This design comes from an exercise in tuning for small area, a short achievable clock period and few clock cycles on the open sky130 flow, not from production work.
Only simulation tests tie the RTL to the original design; equivalence was not proved.

### flow/config.mk
export PLATFORM = sky130hd
export DESIGN_NAME = MTX_MUL
export DESIGN_NICKNAME = MTX_MUL
export VERILOG_FILES = /design/flow/design.v
export SDC_FILE = /design/flow/constraint.sdc
export NUM_CORES = 4
export LEC_CHECK = 0
export CAP_MARGIN = 20
export CORE_MARGIN = 2
export CORE_UTILIZATION = 40
export SLEW_MARGIN = 20
### flow/constraint.sdc
create_clock -name core_clock -period 9.0 [get_ports {clk}]
set_input_delay 1.8000 -clock core_clock [delete_from_list [all_inputs] [get_ports {clk}]]
set_output_delay 1.8000 -clock core_clock [all_outputs]
set_load 0.01 [all_outputs]
### flow/run.sh
#!/bin/bash
# synth_recipe.tcl (not shown) runs the flow's synth.tcl, then flattens the netlist and writes it again
# the make line also repeats each setting of config.mk as NAME=value (left out here)
make -C /OpenROAD-flow-scripts/flow DESIGN_CONFIG=/design/flow/config.mk WORK_HOME=/design/flow/orfs CLKGATE_MAP_FILE= SYNTH_SCRIPT=/design/flow/synth_recipe.tcl finish
### flow/design.v
`timescale 1ns / 1ps
module MTX_MUL( MP, ready, m1, m2, load, clk );
	input[7:0] m1, m2;
	input load, clk;
	output[17:0] MP;
	output ready;
	reg[1:0] current_state, current_col, current_row;
	reg[1:0] next_state;
	reg[127:0] A, B;
	reg[7:0] counter1, counter2;
	wire[7:0] row_1, row_2, row_3, row_4, col_1, col_2, col_3, col_4;
	reg[17:0] mp11, mp12, mp13, mp14, mp21, mp22, mp23, mp24;  
	reg[17:0] mp31, mp32, mp33, mp34, mp41, mp42, mp43, mp44;  
	reg[17:0] mp_sel;
	wire[17:0] rc_product;
	wire AB_load, mm_done, mp_sent;
	assign AB_load = ( counter1 == 8'h10 );
	assign mm_done = current_row[1] & current_row[0] & current_col[1] & current_col[0];
	assign mp_sent = ( counter2 == 8'h0F );
	always@( * )begin
		if( load ) next_state = 2'b00;
		else if( current_state == 2'b00 && AB_load ) next_state = 2'b01;
		else if( current_state == 2'b01 && mm_done ) next_state = 2'b10;
		else if( current_state == 2'b10 && mp_sent ) next_state = 2'b11;
		else next_state = current_state;
	end
	always@( posedge clk ) current_state <= next_state;
	always@( posedge clk )begin
		if( load ) begin  
			A <= { A[119:0], m1 };
			B <= { B[119:0], m2 };
			counter1 <= counter1 + 8'h01;
		end
		else begin
			counter1 <= 8'h00;
		end
	end
	always@( posedge clk )begin
		if( current_state != 2'b01 )begin
			current_row <= 2'b00;
			current_col <= 2'b00;
		end
		else begin
			current_col <= current_col + 2'b01;
			if( current_col == 2'b11 ) current_row <= current_row + 2'b01;
		end
	end
	assign row_1 = ( current_row == 2'b00 )? A[127:120] : ( current_row == 2'b01 )? A[95:88] :
	               ( current_row == 2'b10 )? A[63:56]   : A[31:24];
	assign row_2 = ( current_row == 2'b00 )? A[119:112] : ( current_row == 2'b01 )? A[87:80] :
	               ( current_row == 2'b10 )? A[55:48]   : A[23:16];
	assign row_3 = ( current_row == 2'b00 )? A[111:104] : ( current_row == 2'b01 )? A[79:72] :
	               ( current_row == 2'b10 )? A[47:40]   : A[15:8];
	assign row_4 = ( current_row == 2'b00 )? A[103:96]  : ( current_row == 2'b01 )? A[71:64] :
	               ( current_row == 2'b10 )? A[39:32]   : A[7:0];
	assign col_1 = ( current_col == 2'b00 )? B[127:120] : ( current_col == 2'b01 )? B[119:112] :
	               ( current_col == 2'b10 )? B[111:104] : B[103:96];
	assign col_2 = ( current_col == 2'b00 )? B[95:88]   : ( current_col == 2'b01 )? B[87:80] :
	               ( current_col == 2'b10 )? B[79:72]   : B[71:64];
	assign col_3 = ( current_col == 2'b00 )? B[63:56]   : ( current_col == 2'b01 )? B[55:48] :
	               ( current_col == 2'b10 )? B[47:40]   : B[39:32];
	assign col_4 = ( current_col == 2'b00 )? B[31:24]   : ( current_col == 2'b01 )? B[23:16] :
	               ( current_col == 2'b10 )? B[15:8]    : B[7:0];
	assign  rc_product = row_1*col_1 + row_2*col_2 + row_3*col_3 + row_4*col_4;
	always@( posedge clk )begin
		if( current_state == 2'b01 )begin
			case( { current_row, current_col } )
			4'b0000:  mp11 <= rc_product;
			4'b0001:  mp12 <= rc_product;
			4'b0010:  mp13 <= rc_product;
			4'b0011:  mp14 <= rc_product;
			4'b0100:  mp21 <= rc_product;
			4'b0101:  mp22 <= rc_product;
			4'b0110:  mp23 <= rc_product;
			4'b0111:  mp24 <= rc_product;
			4'b1000:  mp31 <= rc_product;
			4'b1001:  mp32 <= rc_product;
			4'b1010:  mp33 <= rc_product;
			4'b1011:  mp34 <= rc_product;
			4'b1100:  mp41 <= rc_product;
			4'b1101:  mp42 <= rc_product;
			4'b1110:  mp43 <= rc_product;
			default:  mp44 <= rc_product;
			endcase
		end
	end
	always@( posedge clk )begin
		if( current_state != 2'b10 ) counter2 <= 8'h00;
		else counter2 <= counter2 + 8'h01;
	end
	always@( * )begin
		case( counter2[3:0] )
		4'h0: mp_sel = mp11;
		4'h1: mp_sel = mp12;
		4'h2: mp_sel = mp13;
		4'h3: mp_sel = mp14;
		4'h4: mp_sel = mp21;
		4'h5: mp_sel = mp22;
		4'h6: mp_sel = mp23;
		4'h7: mp_sel = mp24;
		4'h8: mp_sel = mp31;
		4'h9: mp_sel = mp32;
		4'hA: mp_sel = mp33;
		4'hB: mp_sel = mp34;
		4'hC: mp_sel = mp41;
		4'hD: mp_sel = mp42;
		4'hE: mp_sel = mp43;
		default: mp_sel = mp44;
		endcase
	end
	assign ready = ( current_state == 2'b10 ) & ~load;
	assign MP = ready ? mp_sel : 18'h3FFFF;  
endmodule
==> results.py, run 1 <==
metrics = {
    "place": {
        "dp_hpwl_um": 50600,
        "gp_congestion": 0.896,
        "port_buffers": 36,
        "post-place-ws_ns": 0.241,
        "placedInstanceArea_um2": 32800,
    },
    "yosys": {
        "syn_area_um2": 30800,
        "ys_async_sr_fraction": 0,
        "synth-warning-count": 1,
        "synthesis.nets": 2695,
        "yosysSeqAreaShare": 0.545,
        "synth.ff_latch_count": 566,
        "postSynthCellCount": 2310,
        "post_synth.cell_area_avg_um2": 13.3,
        "count_of_different_cell_masters_after_synthesis": 67,
        "post_synth_edffs": 544,
        "synth_top_flop_cell": "sky130_fd_sc_hd__edfxtp_1",
    },
    "critical_path": {
        "worst_r2r_endpoint": "mp21[16]",
        "cp_slowest_cell": "sky130_fd_sc_hd__mux2i_1",
        "endpoint_kind": "flip-flop",
        "timing.critical_path.from": "current_col[0]",
        "setup_slack_reg_to_reg_ns": 0.40,
        "required_ns": 9.23,
        "cp-endpoint": "mp21[16]",
        "timing.reg2reg.worst_path_depth": 21,
        "rr_startpoint": "current_col[0]",
        "cp_data_arrival_time_ns": 8.82,
        "cp_cell_sequence": "inv_1 -> ha_2 -> buf_12 -> mux2i_1 -> nor2_1 -> fa_1 -> fa_1 -> inv_1 -> fa_1 -> fa_1 -> inv_1 -> fa_1 -> fa_1 -> fa_1 -> fa_1 -> ha_1 -> o21ai_0 -> o21ai_0 -> nand3_1 -> a221oi_1 -> nand2_1",
        "critical_path_peak_fanout": 24,
        "timing.critical_path.from_type": "flip-flop",
        "critPathMaxStageDelay_ns": 0.85,
        "critPathKind": "flip-flop to flip-flop",
        "cp_common_cell": "sky130_fd_sc_hd__fa_1",
    },
    "routing": {
        "routed_via_count": 18200,
        "remaining_drc_errors": 0,
        "via_per_inst": 5.23,
        "wl_per_cell_um": 21.3,
        "detailed_router_iteration_count_before_antenna_repair": 5,
        "drt_iter0_drc": 1637,
        "antenna_violating_nets_post_route": 0,
        "totalWireLength_um": 74400,
    },
    "grt": {
        "groute.usage.overall": 0.191,
        "grt_pass1_vias": 19100,
        "grt.met3_usage": 0.0277,
        "grt_busiest_layer": "met2",
        "met2_usage": 0.325,
        "grt_antenna_before_repair": 0,
        "grt_pass1_wl_um": 114000,
        "globalRouteOverflowTotal": 0,
        "gr-usage-met1": 0.254,
        "grt_max_degree": 86,
    },
    "floorplan": {
        "die_w_um": 282,
        "die_height_um": 282,
        "initial_core_util": 0.405,
        "placeableCoreArea_um2": 76100,
        "design.portCount": 37,
        "row_count": 101,
        "die_area_um2": 79300,
    },
    "sta": {
        "worst_hold_slack_ns": 0.439,
        "rsz0062_at_grt": "true",
        "fin_skew_ns": 0.0189,
        "finalSetupTns_ns": 0,
        "layout_worst_path_cycle_share": 0.955,
        "min_period_ns": 8.60,
        "fmax_mhz": 116,
        "slew_violations": 0,
        "tightestPinTransition_ns": 1.07,
        "final-setup-viol-count": 0,
        "finalWorstSetupSlack_ns": 0.405,
        "worst_slew_margin_rel": 0.267,
        "hold_viol": 0,
    },
    "clock_network": {
        "cts.sinks": 566,
        "cts.clk_slew.worst_paths_ns": 0.06,
        "cts_inserted_buffers": 60,
        "cts_tree": "yes",
        "clock_insertion_delay_worst_skew_ns": 0.63,
        "cts_setup_buffers": 0,
        "post_cts_hold_buffer_count": 0,
        "ctsHtreeMaxLevel": 2,
        "cts_root_buffer": "sky130_fd_sc_hd__clkbuf_16",
        "number_of_buffers_on_the_longest_clock_path": 3,
    },
    "cells_and_area": {
        "final-seq-area_um2": 16800,
        "layout.cell_area.non_filler_um2": 34700,
        "multi_input_area_um2": 12500,
        "finish.net_count": 2796,
        "reg_top3": "A (128), B (128)",
        "drive_above_1_share": 0.117,
        "area.growth.synth_to_final_pct": 12.6,
        "fillCellCount": 6885,
        "n_antenna_cell": 0,
    },
    "min_path": {
        "timing.hold.worst.start": "A[10]",
        "worst_hold_path_type": "flip-flop to flip-flop",
        "worst_hold_path.num_cells": 0,
    },
    "flow_run": {
        "drv_cap": 0,
    },
    "run_status": {
        "outcome": "finished clean",
    },
}
[cell usage in the layout (no fill, tap or decap), types with 25 or more instances in the layout]
cell,Yosys,routed
sky130_fd_sc_hd__or2_2,72,72
sky130_fd_sc_hd__inv_1,305,305
sky130_fd_sc_hd__nand3_1,25,25
sky130_fd_sc_hd__edfxtp_1,544,544
sky130_fd_sc_hd__a21oi_1,54,53
sky130_fd_sc_hd__clkbuf_16,0,60
sky130_fd_sc_hd__nand2_1,113,113
sky130_fd_sc_hd__mux2i_1,122,119
sky130_fd_sc_hd__a22oi_1,34,34
sky130_fd_sc_hd__buf_4,9,86
sky130_fd_sc_hd__fa_1,224,224
sky130_fd_sc_hd__clkdlybuf4s50_1,0,35
sky130_fd_sc_hd__nor2_1,214,213
sky130_fd_sc_hd__ha_1,143,133
sky130_fd_sc_hd__o21ai_0,80,80
[cells in the mapped netlist, drive strengths merged (5+ instances only)]
| library cell | instances | share of area |
|---|---|---|
| a2111oi | 5 | 0.0022 |
| a211oi | 9 | 0.0022 |
| a21oi | 54 | 0.0088 |
| a221oi | 20 | 0.0059 |
| a222oi | 18 | 0.0058 |
| a22o | 19 | 0.0054 |
| a22oi | 34 | 0.0083 |
| a32oi | 11 | 0.0031 |
| and2 | 11 | 0.0022 |
| and3 | 20 | 0.0041 |
| buf | 55 | 0.011 |
| clkbuf | 31 | 0.0038 |
| dfxtp | 22 | 0.014 |
| edfxtp | 544 | 0.53 |
| fa | 224 | 0.15 |
| ha | 143 | 0.058 |
| inv | 305 | 0.037 |
| mux2 | 19 | 0.0069 |
| mux2i | 122 | 0.040 |
| nand2 | 114 | 0.014 |
| nand2b | 22 | 0.0045 |
| nand3 | 25 | 0.0041 |
| nand4 | 7 | 0.0014 |
| nor2 | 214 | 0.026 |
| nor2b | 22 | 0.0045 |
| o211ai | 5 | 0.0012 |
| o21ai | 80 | 0.013 |
| o31a | 5 | 0.0014 |
| o31ai | 5 | 0.0012 |
| or2 | 73 | 0.015 |
| xnor2 | 11 | 0.0031 |
| xor2 | 11 | 0.0031 |
[how the worst min path moves through the flow]
stage	slack, ns	endpoint
3_3_place_gp	0.43	B[58]
3_5_place_dp	0.43	A[18]
5_1_grt	0.44	A[18]
2_1_floorplan	0.42	A[18]
4_1_cts	0.44	A[49]
6_report	0.44	A[18]
[metal layers]
| layer | up-vias | routed length [um] |
|---|---|---|
| met5 | - | 0 |
| met4 | 0 | 2350 |
| met3 | 109 | 4420 |
| met2 | 553 | 36500 |
| met1 | 9291 | 31100 |
| li1 | 8283 | - |
[critical path, delay by kind of cell, from the launching register on]
| kind | cells | cell delay [ns] |
|---|---|---|
| multiplexers | 1 | 0.85 |
| AO/OA/AOI/OAI | 3 | 0.65 |
| AND/OR/NAND/NOR | 3 | 0.76 |
| buffers and inverters | 4 | 0.49 |
| flip-flops | 1 | 0.36 |
| adder cells (fa/ha/maj) | 10 | 5.05 |
[layout make-up]
class,instances,area share
flip-flops and latches,566,0.484
clock buffers,77,0.0451
inverters,306,0.0331
multi-input cells,1352,0.360
clock inverters,34,0.00960
well taps,1030,0.0372
repair buffers,125,0.0309
[cell families after synthesis]
| kind of cell | Yosys count | synth area share |
|---|---|---|
| multiplexers | 142 | 0.0473 |
| buffers and inverters | 392 | 0.0517 |
| AND/OR/NAND/NOR | 523 | 0.0791 |
| adder cells (fa/ha/maj) | 367 | 0.204 |
| XOR/XNOR | 22 | 0.00625 |
| AO/OA/AOI/OAI | 298 | 0.0674 |
| flip-flops | 566 | 0.545 |
[timing repair]
item,4_1_cts,5_1_grt
resized for setup,0,4
endpoints found under the setup margin,0,16
hold endpoints to repair,0,0
[through the flow]
| stage | cells | util |
|---|---|---|
| 4_1_cts | 3490 | 0.456 |
| 3_5_place_dp | 3379 | 0.431 |
| 3_3_place_gp | 3379 | 0.431 |
| 6_report | 3490 | 0.456 |
| 5_1_grt | 3490 | 0.456 |
| 2_1_floorplan | 2310 | - |
Testbench counts, summed over its fixed seeds: cycles 9,408.
==> run 2: changes to the inputs <==
==> flow/design.v (replaced) <==
`timescale 1ns / 1ps
module MTX_MUL( MP, ready, m1, m2, load, clk );
	input[7:0] m1, m2;
	input load, clk;
	output[17:0] MP;
	output ready;
	reg [4:0] cnt;
	reg pl, run, rdy;
	wire [4:0] idx = ( load & ~pl ) ? 5'd0 : cnt;
	always @( posedge clk ) begin
		pl  <= load;
		cnt <= idx + 5'd1;
		run <= load | ( run & ( idx != 5'd31 ) );
		rdy <= run & ( idx >= 5'd15 ) & ( idx != 5'd31 );
	end
	reg [7:0] a [0:13];
	integer k;
	always @( posedge clk ) begin
		a[0] <= m1;
		for( k = 1; k < 14; k = k + 1 ) a[k] <= a[k-1];
	end
	reg [7:0] ar0, ar1, ar2, ar3;
	always @( posedge clk ) if( idx[1:0] == 2'b10 ) begin
		ar0 <= a[13];
		ar1 <= a[12];
		ar2 <= a[11];
		ar3 <= a[10];
	end
	reg [7:0] b0 [0:3];
	reg [7:0] b1 [0:3];
	reg [7:0] b2 [0:3];
	reg [7:0] b3 [0:3];
	wire ld = load;
	always @( posedge clk ) begin
		b0[0] <= ( ld && idx[3:2] == 2'd0 ) ? m2 : b0[3];
		b1[0] <= ( ld && idx[3:2] == 2'd1 ) ? m2 : b1[3];
		b2[0] <= ( ld && idx[3:2] == 2'd2 ) ? m2 : b2[3];
		b3[0] <= ( ld && idx[3:2] == 2'd3 ) ? m2 : b3[3];
		for( k = 1; k < 4; k = k + 1 ) begin
			b0[k] <= b0[k-1];
			b1[k] <= b1[k-1];
			b2[k] <= b2[k-1];
			b3[k] <= b3[k-1];
		end
	end
	reg [17:0] mp;
	always @( posedge clk )
		mp <= ar0 * b0[2] + ar1 * b1[2] + ar2 * b2[2] + ar3 * b3[2];
	assign ready = rdy & ~load;
	assign MP = mp;
endmodule
==> run 2 against run 1 <==
  * Design area shrank 48%
  * Clock skew down 0.0045 ns
  * Via count is 52% lower
  * Fmax is 28% higher
  * Critical path depth fell by 2
  * Clock-buffer cell count shrank 35
  * Utilization is 0.10 points lower
  * Largest cell class is now multi-input gates
==> results.py, run 2 <==
metrics = {
    "run_status": {
        "outcome": "finished clean",
    },
    "critical_path": {
        "cp_data_arrival_time_ns": 7.22,
        "critPathKind": "flip-flop to flip-flop",
        "critPathMaxStageDelay_ns": 0.61,
        "worst_path_dominant_cell_family": "adder cells",
        "cp_cell_sequence": "nand2_1 -> fa_1 -> inv_1 -> fa_1 -> inv_1 -> fa_1 -> inv_1 -> fa_1 -> fa_1 -> fa_1 -> fa_1 -> fa_1 -> ha_1 -> o211ai_1 -> a21oi_1 -> nor2b_1 -> o21ai_0 -> nand3_1 -> a21oi_1",
        "timing.critical_path.from_type": "flip-flop",
        "critical_path_peak_fanout": 9,
        "required_ns": 9.49,
        "critical_path.n_buffers_inverters": 3,
        "cp_common_cell": "sky130_fd_sc_hd__fa_1",
        "endpoint_kind": "flip-flop",
        "cp_slowest_cell": "sky130_fd_sc_hd__fa_1",
    },
    "routing": {
        "remaining_drc_errors": 0,
        "antenna_violating_nets_post_route": 0,
        "via_per_inst": 4.44,
        "totalWireLength_um": 30600,
        "detailed_router_iteration_count_before_antenna_repair": 5,
        "wl_per_cell_um": 15.6,
        "drt_iter0_drc": 317,
        "routed_via_count": 8716,
    },
    "yosys": {
        "synth_top_flop_cell": "sky130_fd_sc_hd__dfxtp_1",
        "ys_async_sr_fraction": 0,
        "synth_most_common_cell": "sky130_fd_sc_hd__inv_1",
        "synthDominantAreaCellType": "sky130_fd_sc_hd__dfxtp_1",
        "synth-warning-count": 6,
        "synthesis.nets": 1719,
        "post_synth_most_frequent_cells": "304 x sky130_fd_sc_hd__inv_1, 266 x sky130_fd_sc_hd__dfxtp_1, 224 x sky130_fd_sc_hd__fa_1, 166 x sky130_fd_sc_hd__and2_1, 133 x sky130_fd_sc_hd__ha_1",
        "syn_area_um2": 15900,
        "synthDominantCellAreaShare": 0.335,
        "yosysSeqAreaShare": 0.395,
        "synth.ff_latch_count": 298,
        "postSynthCellCount": 1344,
        "post_synth_edffs": 32,
        "post_synth.cell_area_avg_um2": 11.8,
        "yosys-top-cells-area": "sky130_fd_sc_hd__dfxtp_1 33%, sky130_fd_sc_hd__fa_1 28%, sky130_fd_sc_hd__ha_1 10%",
        "count_of_different_cell_masters_after_synthesis": 31,
    },
    "sta": {
        "fin_skew_ns": 0.0144,
        "worst_slew_margin_rel": 0.550,
        "tightestPinTransition_ns": 0.673,
        "rsz0062_at_grt": "false",
        "finalSetupTns_ns": 0,
        "min_period_ns": 6.74,
        "hold_viol": 0,
        "final-setup-viol-count": 0,
        "fmax_mhz": 148,
        "slew_violations": 0,
        "layout_worst_path_cycle_share": 0.748,
    },
    "clock_network": {
        "number_of_buffers_on_the_longest_clock_path": 3,
        "cts_tree": "yes",
        "ctsResizeCount": 0,
        "cts.clk_slew.worst_paths_ns": 0.06,
        "cts_setup_buffers": 0,
        "cts_root_buffer": "sky130_fd_sc_hd__clkbuf_16",
        "ctsHtreeMaxLevel": 1,
        "cts_inserted_buffers": 31,
        "post_cts_hold_buffer_count": 0,
        "clock_insertion_delay_worst_skew_ns": 0.57,
        "cts.sinks": 298,
    },
    "cells_and_area": {
        "n_antenna_cell": 0,
        "finish.net_count": 1787,
        "commonest_cells_after_routing_fill_and_taps_aside": "304 x sky130_fd_sc_hd__inv_1, 266 x sky130_fd_sc_hd__dfxtp_1, 224 x sky130_fd_sc_hd__fa_1",
        "flip_flop_count_of_the_largest_register_after_layout": 112,
        "area.growth.synth_to_final_pct": 12.9,
        "final_util": 0.455,
        "registers.top_by_ff_count": "a",
        "leading_cell_type_in_the_layout_fill_and_taps_excluded": "sky130_fd_sc_hd__inv_1",
        "drive_above_1_share": 0.0612,
    },
    "grt": {
        "grt_antenna_before_repair": 0,
        "grt_busiest_layer": "met2",
        "met2_usage": 0.271,
        "grt_pass1_vias": 9384,
        "grt.met3_usage": 0.0236,
        "globalRouteOverflowTotal": 0,
        "grt_pass1_wl_um": 50500,
        "grt_max_degree": 33,
        "gr-usage-met1": 0.210,
        "groute.usage.overall": 0.158,
    },
    "floorplan": {
        "die_area_um2": 41400,
        "placeableCoreArea_um2": 39500,
        "die_height_um": 203,
        "row_count": 73,
        "initial_core_util": 0.403,
        "die_w_um": 203,
        "design.portCount": 37,
    },
    "min_path": {
        "worst_hold_path_type": "flip-flop to flip-flop",
    },
    "place": {
        "dp_hpwl_um": 24600,
        "gp_congestion": 0.837,
        "port_buffers": 36,
    },
    "flow_run": {
        "drv_cap": 0,
    },
}
run 2: changes by cell type in the layout (fill, tap and decap cells not counted), sizes merged, moves of 89 or more:
cell	before	now
nor2	214	8
buf	90	1
dfxtp	22	266
and2	11	166
mux2i	122	0
edfxtp	544	32
run 2: worst register-to-register path, stage by stage, from the launching register on:
cell and delay, ns:
sky130_fd_sc_hd__dfxtp_1 0.59, sky130_fd_sc_hd__nand2_1 0.15, sky130_fd_sc_hd__fa_1 0.55, sky130_fd_sc_hd__inv_1 0.05
sky130_fd_sc_hd__fa_1 0.48, sky130_fd_sc_hd__inv_1 0.06, sky130_fd_sc_hd__fa_1 0.53, sky130_fd_sc_hd__inv_1 0.05
sky130_fd_sc_hd__fa_1 0.49, sky130_fd_sc_hd__fa_1 0.61, sky130_fd_sc_hd__fa_1 0.45, sky130_fd_sc_hd__fa_1 0.51
sky130_fd_sc_hd__fa_1 0.41, sky130_fd_sc_hd__ha_1 0.39, sky130_fd_sc_hd__o211ai_1 0.12, sky130_fd_sc_hd__a21oi_1 0.29
sky130_fd_sc_hd__nor2b_1 0.12, sky130_fd_sc_hd__o21ai_0 0.50, sky130_fd_sc_hd__nand3_1 0.15, sky130_fd_sc_hd__a21oi_1 0.17
run 2: logic make-up (layout without fill, tap and decap cells):
logic type	after synthesis	in the layout	share of synthesized area
fa+ha+maj	357	357	0.387
buf+inv	306	399	0.0722
simple gates	300	300	0.101
flops	298	298	0.395
compound gates	35	35	0.0136
mux	32	32	0.0227
xor+xnor	16	16	0.00881
run 2: per-layer routing:
metal  vias to the layer above  routed length, um  part of all wire
met3                        38               1180             0.039
met5                         -                  0                 0
li1                       4168                  -                 -
met4                         0                723             0.024
met1                      4371              13400              0.44
met2                       139              15300              0.50
run 2: area by class of cell:
class,instances,area [um2]
Fill cell,3685,21500
Multi-Input combinational cell,740,8470
Sequential cell,298,6290
Inverter,304,1140
Clock buffer,42,890
Tap cell,525,657
Timing Repair Buffer,37,368
Clock inverter,16,138
run 2: through the flow:
step                      std cells  area, um2  setup slack, ns  hold slack, ns
after floorplan                1344      15900             2.95           0.310
after global placement         1904      16900             2.38           0.310
after detailed placement       1904      16900             2.32           0.312
after CTS                      1962      17900             2.29           0.323
after global routing           1962      17900             1.91           0.326
final                          1962      17900             2.26           0.318
run 2: path summary, 6_finish.rpt:
path                  from       to  slack (ns)  cells past startpoint
setup / recovery  b3[2][3]   mp[17]        2.26                     19
hold / removal     a[7][0]  a[8][0]        0.32                      0
setup reg to reg  b3[2][3]   mp[17]        2.26                     19
hold reg to reg    a[7][0]  a[8][0]        0.32                      0
Testbench counts of run 2, summed over its fixed seeds: cycles 6,144.

## re-timing with driven ports
The results above use ideal ports. As a check the final layouts listed here were re-extracted and re-timed, cells and wires unchanged.
Step 1, drivers: a clkbuf_16 drives clk and a buf_2 each remaining input, both assumed.
Step 2 times the ports against the registers' clock, not the clock port: input delays grow and output delays shrink by t, the midpoint of the rising clock arrivals with the driver on.
a / b / c = ideal / step 1 / step 2; a / b = the first two.
run	t (ns)	slack for setup (ns)	clock arrival spread, ns
run 1	0.688	0.405 / 0.405 / 0.405	0.019 / 0.019
run 2	0.611	2.264 / 2.264 / 2.264	0.016 / 0.016
After both steps every run listed still meets setup and hold.
